Background: an optimization exercise with open tools, aiming at small area, a short achievable clock period and few clock cycles per item. Do not read the settings as production practice.
Where RTL was checked, it was by simulation tests only, not by an equivalence proof against the original.
Only the layout flow was run in runs 3 and 4; the RTL was not checked for function there.

==> flow/design.v (outline; a module is shown in full before it is edited, if it fits) <==
// module perceptron_sigmoid: 8 lines
// module mlp_s1: 687 lines
// module mlp_s2: 91 lines
// module mlp_l2: 218 lines
// module mlp_neuron: 25 lines
// module mlp_fa: 10 lines
// module MLP_RTL_IP_v1_0: 158 lines
module MLP_RTL_IP_v1_0 (
    ACLK,
    ARESETN,
    S_AXIS_TREADY,
    S_AXIS_TDATA,
    S_AXIS_TLAST,
    S_AXIS_TVALID,
    M_AXIS_TVALID,
    M_AXIS_TDATA,
    M_AXIS_TLAST,
    M_AXIS_TREADY
);
  // ...
==> flow/perceptron_sigmoid.mem <==
0c
0c
0c
0c
0d
0d
0d
0e
0e
0e
0f
0f
0f
10
10
10
11
11
12
12
12
13
13
14
14
15
15
15
16
16
17
17
18
18
19
1a
1a
1b
1b
1c
1c
1d
1e
1e
1f
20
20
21
22
22
23
24
24
25
26
27
27
28
29
2a
2b
2c
2c
2d
2e
2f
30
31
32
33
34
35
36
37
38
39
3a
3b
3c
3d
3e
3f
40
42
43
44
45
46
48
49
4a
4b
4c
4e
4f
50
52
53
54
56
57
58
5a
5b
5c
5e
5f
61
62
63
65
66
68
69
6b
6c
6e
6f
71
72
74
75
77
78
7a
7b
7d
7e
80
81
82
84
85
87
88
8a
8b
8d
8e
90
91
93
94
96
97
99
9a
9c
9d
9e
a0
a1
a3
a4
a5
a7
a8
a9
ab
ac
ad
af
b0
b1
b3
b4
b5
b6
b7
b9
ba
bb
bc
bd
bf
c0
c1
c2
c3
c4
c5
c6
c7
c8
c9
ca
cb
cc
cd
ce
cf
d0
d1
d2
d3
d3
d4
d5
d6
d7
d8
d8
d9
da
db
db
dc
dd
dd
de
df
df
e0
e1
e1
e2
e3
e3
e4
e4
e5
e5
e6
e7
e7
e8
e8
e9
e9
ea
ea
ea
eb
eb
ec
ec
ed
ed
ed
ee
ee
ef
ef
ef
f0
f0
f0
f1
f1
f1
f2
f2
f2
f3
f3
f3
==> flow/run.sh <==
#!/bin/bash
# synth_recipe.tcl (not shown) runs the flow's synth.tcl, then flattens the netlist and writes it again
# the make line also repeats each setting of config.mk as NAME=value (left out here)
make -C /OpenROAD-flow-scripts/flow DESIGN_CONFIG=/design/flow/config.mk WORK_HOME=/design/flow/orfs CLKGATE_MAP_FILE= SYNTH_SCRIPT=/design/flow/synth_recipe.tcl finish
==> flow/config.mk <==
export PLATFORM = sky130hd
export DESIGN_NAME = MLP_RTL_IP_v1_0
export DESIGN_NICKNAME = MLP_RTL_IP_v1_0
export VERILOG_FILES = /design/flow/design.v
export SDC_FILE = /design/flow/constraint.sdc
export NUM_CORES = 4
export LEC_CHECK = 0
export CAP_MARGIN = 20
export CORE_MARGIN = 2
export CORE_UTILIZATION = 40
export SETUP_SLACK_MARGIN = 2.5
export SLEW_MARGIN = 20
export SYNTH_HIERARCHICAL = 1
export SYNTH_MINIMUM_KEEP_SIZE = 0
==> flow/constraint.sdc <==
create_clock -name core_clock -period 6.0 [get_ports {ACLK}]
set_input_delay 1.2000 -clock core_clock [delete_from_list [all_inputs] [get_ports {ACLK}]]
set_output_delay 1.2000 -clock core_clock [all_outputs]
set_load 0.01 [all_outputs]
==> metrics.md, run 1 <==
| Metric | Value |
|---|---|
| Fin Setup TNS | 0 ps |
| Post-CTS Setup Inserts | 3 |
| Global-route wire length before repair | 128.6 mm |
| Type of origin of the critical path | flip-flop |
| Reg-to-Reg End | n2.acc[8] |
| Clock latency (worst-skew pair) | 630 ps |
| CTS Buf Count | 47 |
| Final Hold Slack | just over 300 ps |
| Clock transition at path regs | 60 ps |
| Hold path cells | 0 |
| Synth-to-Final Area Change | 6.145% |
| DRC Markers | 0 |
| Port bufs | 46 |
| Final Util | 0.4264 |
| Most frequent cell after synthesis | fa_1 |
| Commonest non-fill, non-tap cell in the layout | fa_1 |
| R2R Path Start | n2.r1[18] |
| Mapped cell area | around 0.032 mm² |
| Tap cells | between 1,000 and 1,500 |
| Initial Util | 0.4017 |
| Highest-count cells in the layout ignoring fill and taps | fa_1 (549), nor2_1 (546), dfxtp_1 (324) |
| Status | timing/DRC/antenna clean |
| Detailed router's first-iteration violation count | between 1,500 and 2,000 |
| Fin. max-slew vios | 0 |
| Synth top area share | 0.3499 |
| Cell variety after synth | 82 |
Testbench counts, summed over its fixed seeds: cycles 2,144, items 1,024.
==> run 2: changes to the inputs <==
--- a/flow/config.mk
+++ b/flow/config.mk
@@ -9,5 +9,4 @@
 export CORE_MARGIN = 2
 export CORE_UTILIZATION = 40
-export SETUP_SLACK_MARGIN = 2.5
 export SLEW_MARGIN = 20
 export SYNTH_HIERARCHICAL = 1
==> run 2 against run 1 <==
Net effect:
- maximum frequency fell by 14%
- first-iteration DRC count up 4.2%
- routed wire length shrank 0.77%
- global-route usage down 0.068 points
- critical path type is now flip-flop to primary output
==> metrics.md, run 2 <==
| Metric | Value |
|---|---|
| Status | timing/DRC/antenna clean (unchanged) |
| Routability cong. | 0.9014 (unchanged) |
| DRC Markers | 0 (unchanged) |
| Commonest non-fill, non-tap cell in the layout | fa_1 (unchanged) |
| Type of origin of the critical path | flip-flop (unchanged) |
| Post-CTS Setup Inserts | 0 (was 3) |
| Synthesis-stage register bit count | 437 (unchanged) |
| Total clock sinks | 437 (unchanged) |
| Fin. max-slew vios | 0 (unchanged) |
| FF-to-FF setup slack | 2120 ps (was 2510 ps) |
| Fmax | 0.2473 GHz (was 0.2865 GHz) |
| Core area | 0.07861 mm² (unchanged) |
| Yosys warns | 9 (unchanged) |
| Tcrit/Tclk final | 0.6741 (was 0.5817) |
| Dominant cell type by area after synthesis | fa_1 (unchanged) |
| EDFF count, synth | 72 (unchanged) |
| Global-route wire length before repair | 128.2 mm (was 128.6 mm) |
| Die X-Extent | 285.0 µm (unchanged) |
| Die ar. | 0.08121 mm² (unchanged) |
| Antenna viol nets, final | 0 (unchanged) |
| Crit Path Category | flip-flop to primary output (was flip-flop to flip-flop) |
| Largest regs | n1.r1 (52), n2.r1 (52), xr (32) (unchanged) |
| Post-detail-place hpwl | 61.78 mm (unchanged) |
| Post-Route WL | 80.54 mm (was 81.17 mm) |
| Initial Util | 0.4017 (unchanged) |
| WL/cell | 21.67 µm (was 21.73 µm) |
| Dominant synthesized flop cell | dfxtp_1 (unchanged) |
| Worst slew pin tran | 1149 ps (was 1005 ps) |
| Synth cell count leaders | fa_1 (552), nor2_1 (546), dfxtp_1 (365), buf_4 (166), and2_1 (124) (unchanged) |
| Fraction of layout cells with a size suffix above 1 | 0.05889 (was 0.09274) |
| CP arrival | 2840 ps (was 4040 ps) |
| Rows | 103 (unchanged) |
| Worst-path fanout max | 18 (was 5) |
| Final min period | 4044 ps (was 3490 ps) |
| Mapped Cells | 2,852 (unchanged) |
| Final hold violation count | 0 (unchanged) |
| Fin Setup TNS | 0 ps (unchanged) |
| Post-cts resize count | 0 (was 53) |
| RSZ-0062 raised after global routing | no (was yes) |
| Most frequent cell after synthesis | fa_1 (unchanged) |
| # IOs | 72 (unchanged) |
| Final setup viols | 0 (unchanged) |
| CTS Buf Count | 47 (unchanged) |
| Nets | 3,309 (was 3,328) |
| Via count | 19,854 (was 19,942) |
| Congestion Overflow GR | 0 (unchanged) |
| Cell variety after synth | 82 (unchanged) |
| Syn avg cell area | 11.07 µm² (unchanged) |
| Max clock buf depth | 3 (unchanged) |
| FFs w/ async S/R, synth | 0 (unchanged) |
| Synth-to-Final Area Change | 4.695% (was 6.145%) |
| GR Util All Layers | 0.2045 (was 0.2052) |
| Vias per cell | 5.341 (was 5.338) |
| Clk_skew | 84.77 ps (was 81.81 ps) |
| Mapped cell area | 0.03158 mm² (unchanged) |
| Largest net degree at the start of global routing | 67 (unchanged) |
| Detailed router's first-iteration violation count | 1,673 (was 1,605) |
| Slew headroom | 0.2327 (was 0.3298) |
| Vias in the first global route | 21,838 (was 21,908) |
| Critical Path RT | 4800 ps (was 6550 ps) |
| CTS root buf | clkbuf_16 (unchanged) |
| CTS tree | built (unchanged) |
| # H-tree levels | 2 (unchanged) |
| Clock latency (worst-skew pair) | 640 ps (was 630 ps) |
| DRT Pass-1 Iters | 5 (unchanged) |
| Port bufs | 46 (unchanged) |
| Synth top area share | 0.3499 (unchanged) |
| Sequential area share after synthesis | 0.2998 (unchanged) |
| Synth top area cells | fa_1 (35%), dfxtp_1 (23%), edfxtp_1 (6.8%) (unchanged) |
| Die Ht | 285.0 µm (unchanged) |
| Worst hold-check path type | flip-flop to flip-flop (unchanged) |
| Highest-count cells in the layout ignoring fill and taps | fa_1 (552), nor2_1 (546), dfxtp_1 (363) (was fa_1 (549), nor2_1 (546), dfxtp_1 (324)) |
| Initial antenna violation count | 1 (unchanged) |
| MaxCap Viol Count | 0 (unchanged) |
| Crit. End Element | primary output (was flip-flop) |
| Hold buffers post-CTS | 0 (unchanged) |
| Clock transition at path regs | 60 ps (about the same) |
## run 2: cell count changes in the layout (fill, tap and decap cells not counted), moves of 5 or more
cell,change
ha_1,+9
dfxtp_4,-11
xor2_1,+5
buf_4,-17
dfxtp_2,-28
dfxtp_1,+39
ha_4,-7
## run 2: path summary, 6_finish.rpt
| kind | endpoint | depth (start not counted) | from |
|---|---|---|---|
| worst min-delay path | ra1[5] | 0 | rb1[5] |
| worst max-delay path | S_AXIS_TREADY | 5 | run |
| worst min register to register | ra1[5] | 0 | rb1[5] |
| worst max register to register | n1.r1[28] | 7 | xr[20] |
## run 2: layout make-up
type	instances	area [µm²]
diodes	1	2.502
clock inverters	28	381.6
inverters	50	187.7
fillers	7394	45550
multi-input cells	2031	19810
well taps	1050	1314
clock buffers	60	1286
flip-flops and latches	437	9472
repair buffers	60	605.6
## run 2: cells by family (layout without fill, tap and decap cells)
logic type	after synthesis	in the layout	synth area share
adders and majority gates	645	645	0.3868
buffers and inverters	407	198	0.07599
DFF	437	437	0.2998
muxes	47	47	0.01747
xor gates and xnor gates	52	52	0.01585
and+or+nand+nor	959	959	0.1403
other	1	25	0.0001187
AOI/OAI and AO/OA	304	304	0.06371
## run 2: layer usage
metal | up-vias | global-route usage | part of all wire
li1 | 8529 | - | -
met4 | 0 | 0.07853 | 0.039
met2 | 988 | 0.3248 | 0.46
met3 | 155 | 0.04488 | 0.094
met1 | 10182 | 0.2745 | 0.41
met5 | - | 0 | 0
## run 2: Yosys stat by module, one instance, submodules excluded
module	cells inside	copies in the design	flops+latches	cell area, µm²
mlp_s2	103	2	0	873.3
mlp_fa	1	548	0	20.02
perceptron_sigmoid	269	1	0	1765
mlp_l2	106	1	0	777.0
MLP_RTL_IP_v1_0	715	1	301	9399
mlp_s1	373	2	0	1695
mlp_neuron	131	2	68	1765
## run 2: per-stage QoR
| stage | hold WS, ps | setup WS (ps) | std cells | util | area (µm²) |
|---|---|---|---|---|---|
| finish | 311.0 | 1956 | 3717 | 0.4206 | 33060 |
| global route | 305.1 | 1783 | 3716 | 0.4205 | 33060 |
| CTS | 298.8 | 1916 | 3715 | 0.4202 | 33030 |
| detailed placement | 312.1 | 2244 | 3627 | 0.3990 | 31370 |
| global placement | 310.2 | 2241 | 3626 | 0.3986 | 31340 |
| floorplan | 309.6 | 2665 | 2875 | - | 31670 |
## run 2: critical path, stage by stage (launching register included)
cell and delay, ps:
dfxtp_1 350, inv_1 620, buf_4 450, nand3_1 120
a21boi_0 140, clkdlybuf4s50_1 530
==> module MLP_RTL_IP_v1_0, before the edit <==
module MLP_RTL_IP_v1_0 (
    ACLK,
    ARESETN,
    S_AXIS_TREADY,
    S_AXIS_TDATA,
    S_AXIS_TLAST,
    S_AXIS_TVALID,
    M_AXIS_TVALID,
    M_AXIS_TDATA,
    M_AXIS_TLAST,
    M_AXIS_TREADY
);
    input         ACLK;
    input         ARESETN;
    output        S_AXIS_TREADY;
    input  [31:0] S_AXIS_TDATA;
    input         S_AXIS_TLAST;
    input         S_AXIS_TVALID;
    output        M_AXIS_TVALID;
    output [31:0] M_AXIS_TDATA;
    output        M_AXIS_TLAST;
    input         M_AXIS_TREADY;
    reg       par;       
    reg       run;       
    reg [2:0] wcnt;      
    reg       word1;     
    reg [2:0] cnt;       
    reg       ov;        
    wire take = ov & M_AXIS_TREADY;
    reg  rdy;
    always @(*) begin
        if (!run) begin
            case (wcnt)
                3'd1, 3'd3: rdy = par;
                default:    rdy = ~par;
            endcase
        end else if (word1) begin
            rdy = ~par & ~cnt[2];
        end else begin
            rdy = par;
        end
    end
    assign S_AXIS_TREADY = rdy;
    wire acc_in = S_AXIS_TVALID & rdy;
    wire ld     = acc_in & ~run;
    wire [31:0] dn = ~S_AXIS_TDATA;
    reg [23:0] ra1, rb1, ra2, rb2;    
    reg [7:0]  a13, a23;              
    reg [7:0]  b1, b2, b3;
    reg [7:0]  rac, rbc;              
    always @(posedge ACLK) begin
        ra1 <= rb1;
        rb1 <= (ld & (wcnt == 3'd0 | wcnt == 3'd1)) ? dn[31:8] : ra1;
        ra2 <= rb2;
        rb2 <= (ld & (wcnt == 3'd2 | wcnt == 3'd3)) ? dn[31:8] : ra2;
        if (ld & wcnt == 3'd4) begin
            rac <= S_AXIS_TDATA[23:16];
            rbc <= S_AXIS_TDATA[15:8];
        end else begin
            rac <= rbc;
            rbc <= rac;
        end
        if (ld & wcnt == 3'd0) b1  <= S_AXIS_TDATA[7:0];
        if (ld & wcnt == 3'd1) a13 <= dn[7:0];
        if (ld & wcnt == 3'd2) b2  <= S_AXIS_TDATA[7:0];
        if (ld & wcnt == 3'd3) a23 <= dn[7:0];
        if (ld & wcnt == 3'd4) b3  <= S_AXIS_TDATA[7:0];
    end
    reg [31:0] xr;
    reg        xv, xp;
    always @(posedge ACLK) begin
        xr[23:0]  <= dn[23:0];
        xr[31:24] <= dn[31:24] | {8{~par}};    
    end
    reg v1, p1, vs;
    wire [7:0] s1, s2;
    mlp_neuron n1 (.clk(ACLK), .xn(xr), .wn({a13, ra1}), .bias(b1), .ph0(~xp),
                   .v1(v1), .p1(p1), .clr(~run), .s(s1));
    mlp_neuron n2 (.clk(ACLK), .xn(xr), .wn({a23, ra2}), .bias(b2), .ph0(~xp),
                   .v1(v1), .p1(p1), .clr(~run), .s(s2));
    reg  [7:0] sa, sb;   
    reg  [7:0] h;
    reg        vh1, vh2, vq;
    wire [7:0] g;
    always @(posedge ACLK) begin
        sa <= (v1 & p1) ? s1 : sb;
        sb <= s2;
    end
    perceptron_sigmoid sig (.idx(sa), .val(g));
    always @(posedge ACLK) h <= g;
    reg  [15:0] ls, lc;
    wire [15:0] ls_d, lc_d;
    wire [15:0] b3row = {7'd0, b3[7], ~b3[7], b3[6:0]};
    mlp_l2 l2u (.h(h), .c(rac), .bs(vh2 ? ls : b3row), .bc(lc & {16{vh2}}),
                .ys(ls_d), .yc(lc_d));
    always @(posedge ACLK) begin
        ls <= ls_d;
        lc <= lc_d;
    end
    wire [15:0] l2sum = ls + lc;
    reg [7:0] q0, q1, q2, q3;
    reg [3:0] wp, rp;    
    wire push = vq;
    always @(posedge ACLK) begin
        if (push & wp[0]) q0 <= l2sum[15:8];
        if (push & wp[1]) q1 <= l2sum[15:8];
        if (push & wp[2]) q2 <= l2sum[15:8];
        if (push & wp[3]) q3 <= l2sum[15:8];
    end
    wire [7:0] yo = ({8{rp[0]}} & q0) | ({8{rp[1]}} & q1) |
                    ({8{rp[2]}} & q2) | ({8{rp[3]}} & q3);
    reg [2:0] qn;        
    assign M_AXIS_TVALID = ov;
    assign M_AXIS_TLAST  = ov;
    assign M_AXIS_TDATA  = {24'd0, yo};
    wire [2:0] qn_next = qn + {2'd0, push} - {2'd0, take};
    always @(posedge ACLK) begin
        if (!ARESETN) begin
            par   <= 1'b0;
            run   <= 1'b0;
            wcnt  <= 3'd0;
            word1 <= 1'b0;
            cnt   <= 3'd0;
            ov    <= 1'b0;
            xv    <= 1'b0;
            xp    <= 1'b0;
            v1    <= 1'b0;
            p1    <= 1'b0;
            vs    <= 1'b0;
            vh1   <= 1'b0;
            vh2   <= 1'b0;
            vq    <= 1'b0;
            wp    <= 4'b0001;
            rp    <= 4'b0001;
            qn    <= 3'd0;
        end else begin
            par <= ~par;
            if (ld) begin
                wcnt <= wcnt + 3'd1;
                if (wcnt == 3'd4) run <= 1'b1;
            end
            if (acc_in & run) word1 <= ~word1;
            xv  <= acc_in & run;
            xp  <= word1;
            v1  <= xv;
            p1  <= xp;
            vs  <= v1 & p1;
            vh1 <= vs;
            vh2 <= vh1;
            vq  <= vh2;
            cnt <= cnt + {2'd0, acc_in & run & word1} - {2'd0, take};
            if (push) wp <= {wp[2:0], wp[3]};
            if (take) rp <= {rp[2:0], rp[3]};
            qn  <= qn_next;
            ov  <= qn_next != 3'd0;
        end
    end
endmodule
==> run 3: changes to the inputs <==
--- a/flow/design.v
+++ b/flow/design.v
@@ -1067,21 +1067,27 @@
     reg       ov;        
     wire take = ov & M_AXIS_TREADY;
-    reg  rdy;
+    reg  rdy;            
+    assign S_AXIS_TREADY = rdy;
+    wire acc_in = S_AXIS_TVALID & rdy;
+    wire [31:0] dn = ~S_AXIS_TDATA;
+    wire       par_n   = ~par;
+    wire       run_n   = run | (acc_in & ~run & wcnt == 3'd4);
+    wire [2:0] wcnt_n  = wcnt + {2'd0, acc_in & ~run};
+    wire       word1_n = word1 ^ (acc_in & run);
+    wire [2:0] cnt_n   = cnt + {2'd0, acc_in & run & word1} - {2'd0, take};
+    reg        rdy_n;
     always @(*) begin
-        if (!run) begin
-            case (wcnt)
-                3'd1, 3'd3: rdy = par;
-                default:    rdy = ~par;
+        if (!run_n) begin
+            case (wcnt_n)
+                3'd1, 3'd3: rdy_n = par_n;
+                default:    rdy_n = ~par_n;
             endcase
-        end else if (word1) begin
-            rdy = ~par & ~cnt[2];
+        end else if (word1_n) begin
+            rdy_n = ~par_n & ~cnt_n[2];
         end else begin
-            rdy = par;
+            rdy_n = par_n;
         end
     end
-    assign S_AXIS_TREADY = rdy;
-    wire acc_in = S_AXIS_TVALID & rdy;
-    wire ld     = acc_in & ~run;
-    wire [31:0] dn = ~S_AXIS_TDATA;
+    wire ldw = ~run & rdy;
     reg [23:0] ra1, rb1, ra2, rb2;    
     reg [7:0]  a13, a23;              
@@ -1090,8 +1096,8 @@
     always @(posedge ACLK) begin
         ra1 <= rb1;
-        rb1 <= (ld & (wcnt == 3'd0 | wcnt == 3'd1)) ? dn[31:8] : ra1;
+        rb1 <= (ldw & (wcnt == 3'd0 | wcnt == 3'd1)) ? dn[31:8] : ra1;
         ra2 <= rb2;
-        rb2 <= (ld & (wcnt == 3'd2 | wcnt == 3'd3)) ? dn[31:8] : ra2;
-        if (ld & wcnt == 3'd4) begin
+        rb2 <= (ldw & (wcnt == 3'd2 | wcnt == 3'd3)) ? dn[31:8] : ra2;
+        if (ldw & wcnt == 3'd4) begin
             rac <= S_AXIS_TDATA[23:16];
             rbc <= S_AXIS_TDATA[15:8];
@@ -1100,9 +1106,9 @@
             rbc <= rac;
         end
-        if (ld & wcnt == 3'd0) b1  <= S_AXIS_TDATA[7:0];
-        if (ld & wcnt == 3'd1) a13 <= dn[7:0];
-        if (ld & wcnt == 3'd2) b2  <= S_AXIS_TDATA[7:0];
-        if (ld & wcnt == 3'd3) a23 <= dn[7:0];
-        if (ld & wcnt == 3'd4) b3  <= S_AXIS_TDATA[7:0];
+        if (ldw & wcnt == 3'd0) b1  <= S_AXIS_TDATA[7:0];
+        if (ldw & wcnt == 3'd1) a13 <= dn[7:0];
+        if (ldw & wcnt == 3'd2) b2  <= S_AXIS_TDATA[7:0];
+        if (ldw & wcnt == 3'd3) a23 <= dn[7:0];
+        if (ldw & wcnt == 3'd4) b3  <= S_AXIS_TDATA[7:0];
     end
     reg [31:0] xr;
@@ -1138,20 +1144,23 @@
     end
     wire [15:0] l2sum = ls + lc;
-    reg [7:0] q0, q1, q2, q3;
-    reg [3:0] wp, rp;    
-    wire push = vq;
-    always @(posedge ACLK) begin
-        if (push & wp[0]) q0 <= l2sum[15:8];
-        if (push & wp[1]) q1 <= l2sum[15:8];
-        if (push & wp[2]) q2 <= l2sum[15:8];
-        if (push & wp[3]) q3 <= l2sum[15:8];
-    end
-    wire [7:0] yo = ({8{rp[0]}} & q0) | ({8{rp[1]}} & q1) |
-                    ({8{rp[2]}} & q2) | ({8{rp[3]}} & q3);
-    reg [2:0] qn;        
+    reg  [7:0] yo;
+    reg  [7:0] q0, q1, q2;
+    reg  [2:0] wp, rp;   
+    reg  [1:0] fc;       
+    wire [7:0] y    = l2sum[15:8];
+    wire       push = vq;
+    wire       adv  = take | ~ov;               
+    wire       pop  = adv & (fc != 2'd0);
+    wire       qwr  = push & ~(adv & fc == 2'd0);
+    wire [7:0] qh   = ({8{rp[0]}} & q0) | ({8{rp[1]}} & q1) | ({8{rp[2]}} & q2);
+    always @(posedge ACLK) begin
+        if (qwr & wp[0]) q0 <= y;
+        if (qwr & wp[1]) q1 <= y;
+        if (qwr & wp[2]) q2 <= y;
+        if (adv) yo <= (fc != 2'd0) ? qh : y;
+    end
     assign M_AXIS_TVALID = ov;
     assign M_AXIS_TLAST  = ov;
     assign M_AXIS_TDATA  = {24'd0, yo};
-    wire [2:0] qn_next = qn + {2'd0, push} - {2'd0, take};
     always @(posedge ACLK) begin
         if (!ARESETN) begin
@@ -1161,4 +1170,5 @@
             word1 <= 1'b0;
             cnt   <= 3'd0;
+            rdy   <= 1'b1;
             ov    <= 1'b0;
             xv    <= 1'b0;
@@ -1170,14 +1180,14 @@
             vh2   <= 1'b0;
             vq    <= 1'b0;
-            wp    <= 4'b0001;
-            rp    <= 4'b0001;
-            qn    <= 3'd0;
+            wp    <= 3'b001;
+            rp    <= 3'b001;
+            fc    <= 2'd0;
         end else begin
-            par <= ~par;
-            if (ld) begin
-                wcnt <= wcnt + 3'd1;
-                if (wcnt == 3'd4) run <= 1'b1;
-            end
-            if (acc_in & run) word1 <= ~word1;
+            par   <= par_n;
+            run   <= run_n;
+            wcnt  <= wcnt_n;
+            word1 <= word1_n;
+            cnt   <= cnt_n;
+            rdy   <= rdy_n;
             xv  <= acc_in & run;
             xp  <= word1;
@@ -1188,9 +1198,8 @@
             vh2 <= vh1;
             vq  <= vh2;
-            cnt <= cnt + {2'd0, acc_in & run & word1} - {2'd0, take};
-            if (push) wp <= {wp[2:0], wp[3]};
-            if (take) rp <= {rp[2:0], rp[3]};
-            qn  <= qn_next;
-            ov  <= qn_next != 3'd0;
+            if (qwr) wp <= {wp[1:0], wp[2]};
+            if (pop) rp <= {rp[1:0], rp[2]};
+            fc <= fc + {1'b0, qwr} - {1'b0, pop};
+            if (adv) ov <= push | (fc != 2'd0);
         end
     end
--- a/flow/config.mk
+++ b/flow/config.mk
@@ -9,4 +9,5 @@
 export CORE_MARGIN = 2
 export CORE_UTILIZATION = 40
+export SETUP_SLACK_MARGIN = 2.5
 export SLEW_MARGIN = 20
 export SYNTH_HIERARCHICAL = 1
==> run 3 against run 2 <==
Net effect:
- still clean
- register-to-register slack better by 390 ps
- setup slack better by 550 ps
- clock-buffer cell count increased by 2
- global-route usage decreased by 0.32 points
- critical path depth increased by 5
- first-iteration DRC count up 15%
- synthesized cell count up 2.3%
- largest cell class unchanged
- highest routed layer unchanged
==> metrics.md, run 3 <==
| Metric | Value |
|---|---|
| Status | timing/DRC/antenna clean (unchanged) |
| Dominant synthesized flop cell | dfxtp_1 (unchanged) |
| Antenna viol nets, final | 0 (unchanged) |
| FFs w/ async S/R, synth | 0 (unchanged) |
| # IOs | 72 (unchanged) |
| Congestion Overflow GR | 0 (unchanged) |
| Most frequent cell after synthesis | nor2_1 (was fa_1) |
| Dominant cell type by area after synthesis | fa_1 (unchanged) |
| Final Util | 0.4253 (was 0.4206) |
| Highest-count cells in the layout ignoring fill and taps | nor2_1 (570), fa_1 (547), dfxtp_1 (328) (was fa_1 (552), nor2_1 (546), dfxtp_1 (363)) |
| Port bufs | 46 (unchanged) |
| Final min period | 3490 ps (was 4044 ps) |
| Worst-path fanout max | 5 (was 18) |
| Total clock sinks | 435 (was 437) |
| Synthesis-stage register bit count | 435 (was 437) |
| FF-to-FF setup slack | 2510 ps (was 2120 ps) |
| Global-route wire length before repair | 126.7 mm (was 128.2 mm) |
| Core area | 0.07887 mm² (was 0.07861 mm²) |
| Hold worst-path end | ra2[16] (was ra1[5]) |
| CTS root buf | clkbuf_16 (unchanged) |
| Mapped Cells | 2,919 (was 2,852) |
| WL/cell | 21.24 µm (was 21.67 µm) |
| R2R depth | 10 (was 7) |
| Nets | 3,381 (was 3,309) |
| Fin. max-slew vios | 0 (unchanged) |
| R2R Path Start | n2.r1[31] (was xr[20]) |
| Crit. End Element | flip-flop (was primary output) |
| MaxCap Viol Count | 0 (unchanged) |
| Sequential area share after synthesis | 0.2968 (was 0.2998) |
| Crit Path Category | flip-flop to flip-flop (was flip-flop to primary output) |
| Post-detail-place hpwl | 61.43 mm (was 61.78 mm) |
| DRC Markers | 0 (unchanged) |
| Post-Route WL | 80.51 mm (was 80.54 mm) |
| DRT Pass-1 Iters | 6 (was 5) |
| Synth top area share | 0.3472 (was 0.3499) |
| Worst slew pin tran | 797.4 ps (was 1149 ps) |
| Die X-Extent | 285.8 µm (was 285.0 µm) |
| Reg-to-Reg End | n2.acc[15] (was n1.r1[28]) |
| Max clock buf depth | 3 (unchanged) |
| Clock transition at path regs | 70 ps (was 60 ps) |
| Fin Setup TNS | 0 ps (unchanged) |
| Syn avg cell area | 10.88 µm² (was 11.07 µm²) |
| Largest net degree at the start of global routing | 66 (was 67) |
| Largest regs | n1.r1 (52), n2.r1 (52), xr (32) (unchanged) |
| Die Ht | 285.8 µm (was 285.0 µm) |
| Tcrit/Tclk final | 0.5816 (was 0.6741) |
| Initial antenna violation count | 4 (was 1) |
| CP arrival | 4010 ps (was 2840 ps) |
| Vias in the first global route | 21,907 (was 21,838) |
| Worst hold-check path type | flip-flop to flip-flop (unchanged) |
| Die ar. | 0.08169 mm² (was 0.08121 mm²) |
| CTS tree | built (unchanged) |
| Vias per cell | 5.382 (was 5.341) |
| Fmax | 0.2866 GHz (was 0.2473 GHz) |
| Yosys warns | 9 (unchanged) |
| Detailed router's first-iteration violation count | 1,925 (was 1,673) |
| # H-tree levels | 2 (unchanged) |
| Fill count | 7,462 (was 7,394) |
| Via count | 20,396 (was 19,854) |
| ANT cells | 0 (was 1) |
| Routability cong. | 0.8967 (was 0.9014) |
| Critical Path RT | 6530 ps (was 4800 ps) |
| Post-route cell area | 0.03354 mm² (was 0.03306 mm²) |
| GR Util All Layers | 0.2013 (was 0.2045) |
| Clk_skew | 26.12 ps (was 84.77 ps) |
| Cell variety after synth | 88 (was 82) |
| Synth top area cells | fa_1 (35%), dfxtp_1 (23%), edfxtp_1 (6.8%) (unchanged) |
| Commonest non-fill, non-tap cell in the layout | nor2_1 (was fa_1) |
| Synth-to-Final Area Change | 5.585% (was 4.695%) |
| EDFF count, synth | 72 (unchanged) |
| Clock latency (worst-skew pair) | 590 ps (was 640 ps) |
| Rows | 103 (unchanged) |
| Hold buffers post-CTS | 0 (unchanged) |
| Mapped cell area | 0.03177 mm² (was 0.03158 mm²) |
| Hold path cells | 0 (unchanged) |
| Hold Startpoint | rb2[16] (was rb1[5]) |
| Synth cell count leaders | nor2_1 (570), fa_1 (551), dfxtp_1 (363), buf_4 (164), nand2_1 (129) (was fa_1 (552), nor2_1 (546), dfxtp_1 (365), buf_4 (166), and2_1 (124)) |
| RSZ-0062 raised after global routing | yes (was no) |
| Initial Util | 0.4028 (was 0.4017) |
| CTS Buf Count | 46 (was 47) |
| Post-DP Area | 0.03152 mm² (was 0.03137 mm²) |
| Slew headroom | 0.4677 (was 0.2327) |
| Type of origin of the critical path | flip-flop (unchanged) |
| Fraction of layout cells with a size suffix above 1 | 0.08504 (was 0.05889) |
| Final hold violation count | 0 (unchanged) |
| Final setup viols | 0 (unchanged) |
==> run 3: cell count changes after synthesis, sizes merged, moves of 6 or more <==
cell and delta:
nand2 +22, nor2 +24, a22oi -16, o21ai +21, mux2 -16, nor2b -9
a222oi +8, a21boi -6, clkbuf +9
==> run 3: worst max-delay path by stage <==
stage               slack [ps]          start          to  cells after the start
finish                    2510      n2.r1[31]  n2.acc[15]                     10
global route              2370      n2.r1[29]  n2.acc[15]                     12
CTS                       2500      n2.r1[24]  n2.acc[15]                     10
detailed placement        2140  S_AXIS_TVALID         rdy                     12
global placement          2080  S_AXIS_TVALID         rdy                     12
floorplan                 2670      n1.r1[29]       sa[6]                     12
==> run 3: layout make-up <==
class	instances	area [µm²]	area share
tap	1050	1314	0.03917
clock inverter	24	246.5	0.007348
inverter	53	198.9	0.005931
timing repair buffer	75	678.2	0.02022
clock buffer	62	1346	0.04014
multi-input combinational	2091	20280	0.6046
sequential	435	9478	0.2826
==> run 3: cell families after synthesis <==
group	synth area share
buf+inv	0.07589
mux	0.01264
other cells	0.0001180
simple gates	0.1459
flops	0.2968
xor+xnor	0.01575
fa+ha+maj	0.3830
compound gates	0.06983
==> run 3: repair_timing <==
action | in CTS | in global routing
buffers inserted | 4 | 12
gates resized for setup | 57 | 29
endpoints found under the setup margin | 43 | 18
pin swaps | 6 | 20
==> run 3: worst max-delay path: stages, from the launching register on <==
cell and delay (ps):
dfxtp_1 310, fa_1 570, fa_1 430, fa_1 490
ha_4 350, and3_4 250, o2111ai_4 210, and4_4 260
nor4_4 280, nand3b_1 110, a21oi_1 150
==> run 3: through the flow <==
step / std cells / hold slack, ps / worst slack (ps)
final: 3790 / 325.3 / 2510
after global routing: 3790 / 315.4 / 2368
after CTS: 3778 / 323.8 / 2501
after detailed placement: 3688 / 312.1 / 2144
after global placement: 3688 / 309.7 / 2083
after floorplan: 2942 / 309.6 / 2665
==> run 3: layer usage <==
metal | track usage | wire [µm]
met1 | 0.2719 | 33040
met2 | 0.3151 | 36960
met3 | 0.04370 | 7053
met4 | 0.08285 | 3468
met5 | 0 | 0
==> run 3: Yosys stat by module (local to each module, per instance) <==
module	flops+latches	times used	area (µm²)	cells
MLP_RTL_IP_v1_0	299	1	9588	782
mlp_fa	0	548	20.02	1
mlp_l2	0	1	777.0	106
mlp_neuron	68	2	1765	131
mlp_s1	0	2	1695	373
mlp_s2	0	2	873.3	103
perceptron_sigmoid	0	1	1765	269
==> run 4: changes to the inputs <==
--- a/flow/config.mk
+++ b/flow/config.mk
@@ -9,5 +9,5 @@
 export CORE_MARGIN = 2
 export CORE_UTILIZATION = 40
-export SETUP_SLACK_MARGIN = 2.5
+export SETUP_SLACK_MARGIN = 3.0
 export SLEW_MARGIN = 20
 export SYNTH_HIERARCHICAL = 1
==> run 4 against run 3 <==
Net effect:
- synthesized cell count stayed put
- clock skew up 10 ps
- clock-buffer cell count is the same
- highest routed layer is now met5
==> metrics.md, run 4 <==
| Metric | Value |
|---|---|
| GR peak layer | met2 (unchanged) |
| CTS root buf | clkbuf_16 (unchanged) |
| RSZ-0062 raised after global routing | yes (unchanged) |
| GR Util met3 | 0.06236 (was 0.04370) |
| Highest-count cells in the layout ignoring fill and taps | nor2_1 (469), fa_1 (370), dfxtp_1 (267) (was nor2_1 (570), fa_1 (547), dfxtp_1 (328)) |
| FFs w/ async S/R, synth | 0 (unchanged) |
| Hold path cells | 0 (unchanged) |
| R2R Path Start | n1.r1[24] (was n2.r1[31]) |
| GRT met1 Usage | 0.2823 (was 0.2719) |
| Final hold violation count | 0 (unchanged) |
| Largest family of logic cells by synthesized area | adder cells (unchanged) |
| Largest net degree at the start of global routing | 66 (unchanged) |
| Dominant cell type by area after synthesis | fa_1 (unchanged) |
| Slew headroom | 0.2805 (was 0.4677) |
| Vias per cell | 5.409 (was 5.382) |
| Die ar. | 0.08169 mm² (unchanged) |
| DRT Pass-1 Iters | 5 (was 6) |
| Synthesis-stage register bit count | 435 (unchanged) |
| CTS tree | built (unchanged) |
| Antenna viol nets, final | 0 (unchanged) |
| Mapped Cells | 2,919 (unchanged) |
| Fin. max-slew vios | 0 (unchanged) |
| Mapped cell area | 0.03177 mm² (unchanged) |
| Rows | 103 (unchanged) |
| Routability cong. | 0.9044 (was 0.8967) |
| Clk_skew | 36.35 ps (was 26.12 ps) |
| Synth-to-Final Area Change | 16.23% (was 5.585%) |
| Worst hold-check path type | flip-flop to flip-flop (unchanged) |
| Max clock buf depth | 3 (unchanged) |
| Clock latency (worst-skew pair) | 610 ps (was 590 ps) |
| Fin Setup TNS | 0 ps (unchanged) |
| Post-Synth XOR/XNOR Area | 0.01575 (unchanged) |
| Type of origin of the critical path | flip-flop (unchanged) |
| Register area | 0.009737 mm² (was 0.009478 mm²) |
| Final min period | 3476 ps (was 3490 ps) |
| Multi-input gate area | 0.02130 mm² (was 0.02028 mm²) |
| Fraction of layout cells with a size suffix above 1 | 0.2630 (was 0.08504) |
| Total clock sinks | 435 (unchanged) |
| # H-tree levels | 2 (unchanged) |
| # IOs | 72 (unchanged) |
| Clock transition at path regs | 60 ps (was 70 ps) |
| Fmax | 0.2877 GHz (was 0.2866 GHz) |
| Met2 usage | 0.3414 (was 0.3151) |
| Worst-path fanout max | 4 (was 5) |
| Sequential area share after synthesis | 0.2968 (unchanged) |
| Vias in the first global route | 23,097 (was 21,907) |
| Tcrit/Tclk final | 0.5793 (was 0.5816) |
| Nets | 3,533 (was 3,381) |
| Post-route cell area | 0.03692 mm² (was 0.03354 mm²) |
| Core area | 0.07887 mm² (unchanged) |
| Initial Util | 0.4028 (unchanged) |
| Simple-gate share of the synthesized area | 0.1459 (unchanged) |
| Critical Path RT | 6450 ps (was 6530 ps) |
| Die X-Extent | 285.8 µm (unchanged) |
| Syn avg cell area | 10.88 µm² (unchanged) |
| Congestion Overflow GR | 0 (unchanged) |
| Post-synthesis compound-gate area fraction | 0.06983 (unchanged) |
| Final setup viols | 0 (unchanged) |
| Fill count | 6,988 (was 7,462) |
| Multiplexer share of the synthesized area | 0.01264 (unchanged) |
| Global-route wire length before repair | 136.0 mm (was 126.7 mm) |
| Commonest non-fill, non-tap cell in the layout | nor2_1 (unchanged) |
| Via count | 21,312 (was 20,396) |
| Largest regs | n1.r1 (52), n2.r1 (52), xr (32) (unchanged) |
| Port bufs | 46 (unchanged) |
| Post-DP Area | 0.03175 mm² (was 0.03152 mm²) |
| ANT cells | 0 (unchanged) |
| Worst slew pin tran | 1078 ps (was 797.4 ps) |
| Hold Startpoint | rb2[4] (was rb2[16]) |
| MaxCap Viol Count | 0 (unchanged) |
| Hold buffers post-CTS | 0 (unchanged) |
| Synth top area share | 0.3472 (unchanged) |
| Post-Route WL | 88.63 mm (was 80.51 mm) |
| CP arrival | 3920 ps (was 4010 ps) |
| WL/cell | 22.49 µm (was 21.24 µm) |
| Synth top area cells | fa_1 (35%), dfxtp_1 (23%), edfxtp_1 (6.8%) (unchanged) |
| Cell variety after synth | 88 (unchanged) |
| Crit Path Category | flip-flop to flip-flop (unchanged) |
| Most frequent cell after synthesis | nor2_1 (unchanged) |
| DRC Markers | 0 (unchanged) |
| CTS Buf Count | 46 (unchanged) |
| Synth cell count leaders | nor2_1 (570), fa_1 (551), dfxtp_1 (363), buf_4 (164), nand2_1 (129) (unchanged) |
| GR Util All Layers | 0.2193 (was 0.2013) |
| Status | timing/DRC/antenna clean (unchanged) |
| Initial antenna violation count | 5 (was 4) |
| FF-to-FF setup slack | 2520 ps (was 2510 ps) |
| Dominant synthesized flop cell | dfxtp_1 (unchanged) |
| Die Ht | 285.8 µm (unchanged) |
| Yosys warns | 9 (unchanged) |
| Reg-to-Reg End | sa[5] (was n2.acc[15]) |
| Crit. End Element | flip-flop (unchanged) |
| EDFF count, synth | 72 (unchanged) |
| Hold worst-path end | ra2[4] (was ra2[16]) |
| Post-detail-place hpwl | 61.11 mm (was 61.43 mm) |
| R2R depth | 10 (unchanged) |
| Post-synthesis adder-cell area fraction | 0.3830 (unchanged) |
| Detailed router's first-iteration violation count | 2,199 (was 1,925) |
## run 4: cell count changes in the layout (fill, tap and decap cells not counted), moves of 68 or more
cell     delta
fa_2      +177
fa_1      -177
nor2_1    -101
buf_12     +68
nor2_2     +89
dfxtp_4    +73
## run 4: cell type report
class                   count  share of cell area
repair buffers            227             0.07645
flip-flops and latches    435              0.2637
multi-input cells        2091              0.5767
clock inverters            22            0.005625
inverters                  53            0.005489
well taps                1050             0.03558
clock buffers              62             0.03643
## run 4: kinds of logic after synthesis
logic type | after synthesis
AOI/OAI and AO/OA | 330
xor gates and xnor gates | 52
adders and majority gates | 642
buffers and inverters | 416
DFF | 435
muxes | 34
other | 1
and+or+nand+nor | 1009
## run 4: worst max-delay path, stage by stage (launching register included)
cell       delay (ps)
dfxtp_2           320
fa_1              550
fa_1              430
fa_1              500
ha_4              340
and3_4            210
o2111ai_4         170
buf_4             210
a21boi_1          110
o211ai_1          150
mux2_4            330
## run 4: metrics by stage
| step | setup WS (ps) | utilization | hold WS (ps) | std cells |
|---|---|---|---|---|
| floorplan | 2728 | - | 309.6 | 2942 |
| global placement | 2253 | 0.4026 | 310.3 | 3685 |
| detailed placement | 2275 | 0.4026 | 312.1 | 3685 |
| CTS | 2586 | 0.4569 | 320.9 | 3916 |
| global route | 2433 | 0.4682 | 325.2 | 3940 |
| finish | 2524 | 0.4682 | 323.9 | 3940 |
## run 4: per-layer routing
| layer | part of all wire | vias to the layer above | routed length, µm |
|---|---|---|---|
| met4 | 0.052 | 4 | 4614 |
| met2 | 0.46 | 1127 | 40630 |
| met1 | 0.39 | 10858 | 34510 |
| met3 | 0.10 | 220 | 8858 |
| li1 | - | 9103 | - |
| met5 | 0.00023 | - | 20 |
## run 4: modules after synthesis, one instance, submodules excluded
module / cells inside / flip-flops and latches / cell area, µm² / copies in the design
MLP_RTL_IP_v1_0: 782 / 299 / 9588 / 1
mlp_fa: 1 / 0 / 20.02 / 548
mlp_l2: 106 / 0 / 777.0 / 1
mlp_neuron: 131 / 68 / 1765 / 2
mlp_s1: 373 / 0 / 1695 / 2
mlp_s2: 103 / 0 / 873.3 / 2
perceptron_sigmoid: 269 / 0 / 1765 / 1
## run 4: repair_timing
action / CTS / global route
hold endpoints to repair: 0 / 0
setup endpoints to repair: 137 / 68
pin swaps: 81 / 117
resized for setup: 324 / 217
setup buffers: 147 / 24
## run 4: how the worst max path moves through the flow
stage	from	to	slack, ps	cells after the start
2_1_floorplan	n1.r1[29]	sa[6]	2730	12
3_3_place_gp	S_AXIS_TVALID	rdy	2250	12
3_5_place_dp	S_AXIS_TVALID	rdy	2270	12
4_1_cts	n1.r1[29]	sa[6]	2590	11
5_1_grt	n1.r1[41]	n1.acc[15]	2430	11
6_report	n1.r1[24]	sa[5]	2520	10

-- static timing again, ports no longer ideal --
In the flow no input, the clock included, has a driving cell. The finished layouts below were timed again as built, in two steps.
Step 1: set_driving_cell puts a clkbuf_16 on ACLK and a buf_2 on each other input, an assumption about the parent block.
Step 2 moves the port delays by t, midway between the first and last clock arrival at a register: inputs arrive t later, outputs are due t later. That takes back most of the time a late clock gives input paths.
Three values: ideal ports, drivers, drivers and shift; two values: the first two.
| run | t (ns) | slack for setup (ns) | worst slew at a driven data input, ns |
|---|---|---|---|
| run 1 | 0.656 | 2.510 / 2.510 / 2.221 | 0.07 |
| run 2 | 0.656 | 1.956 / 1.894 / 2.124 | 0.08 |
| run 3 | 0.643 | 2.510 / 2.510 / 2.112 | 0.04 |
| run 4 | 0.645 | 2.524 / 2.524 / 2.485 | 0.08 |
After both steps every run listed still meets setup and hold. For run 3, which loses most, drivers alone change the setup slack by 0.000 ns; drivers and shift together by -0.398 ns.
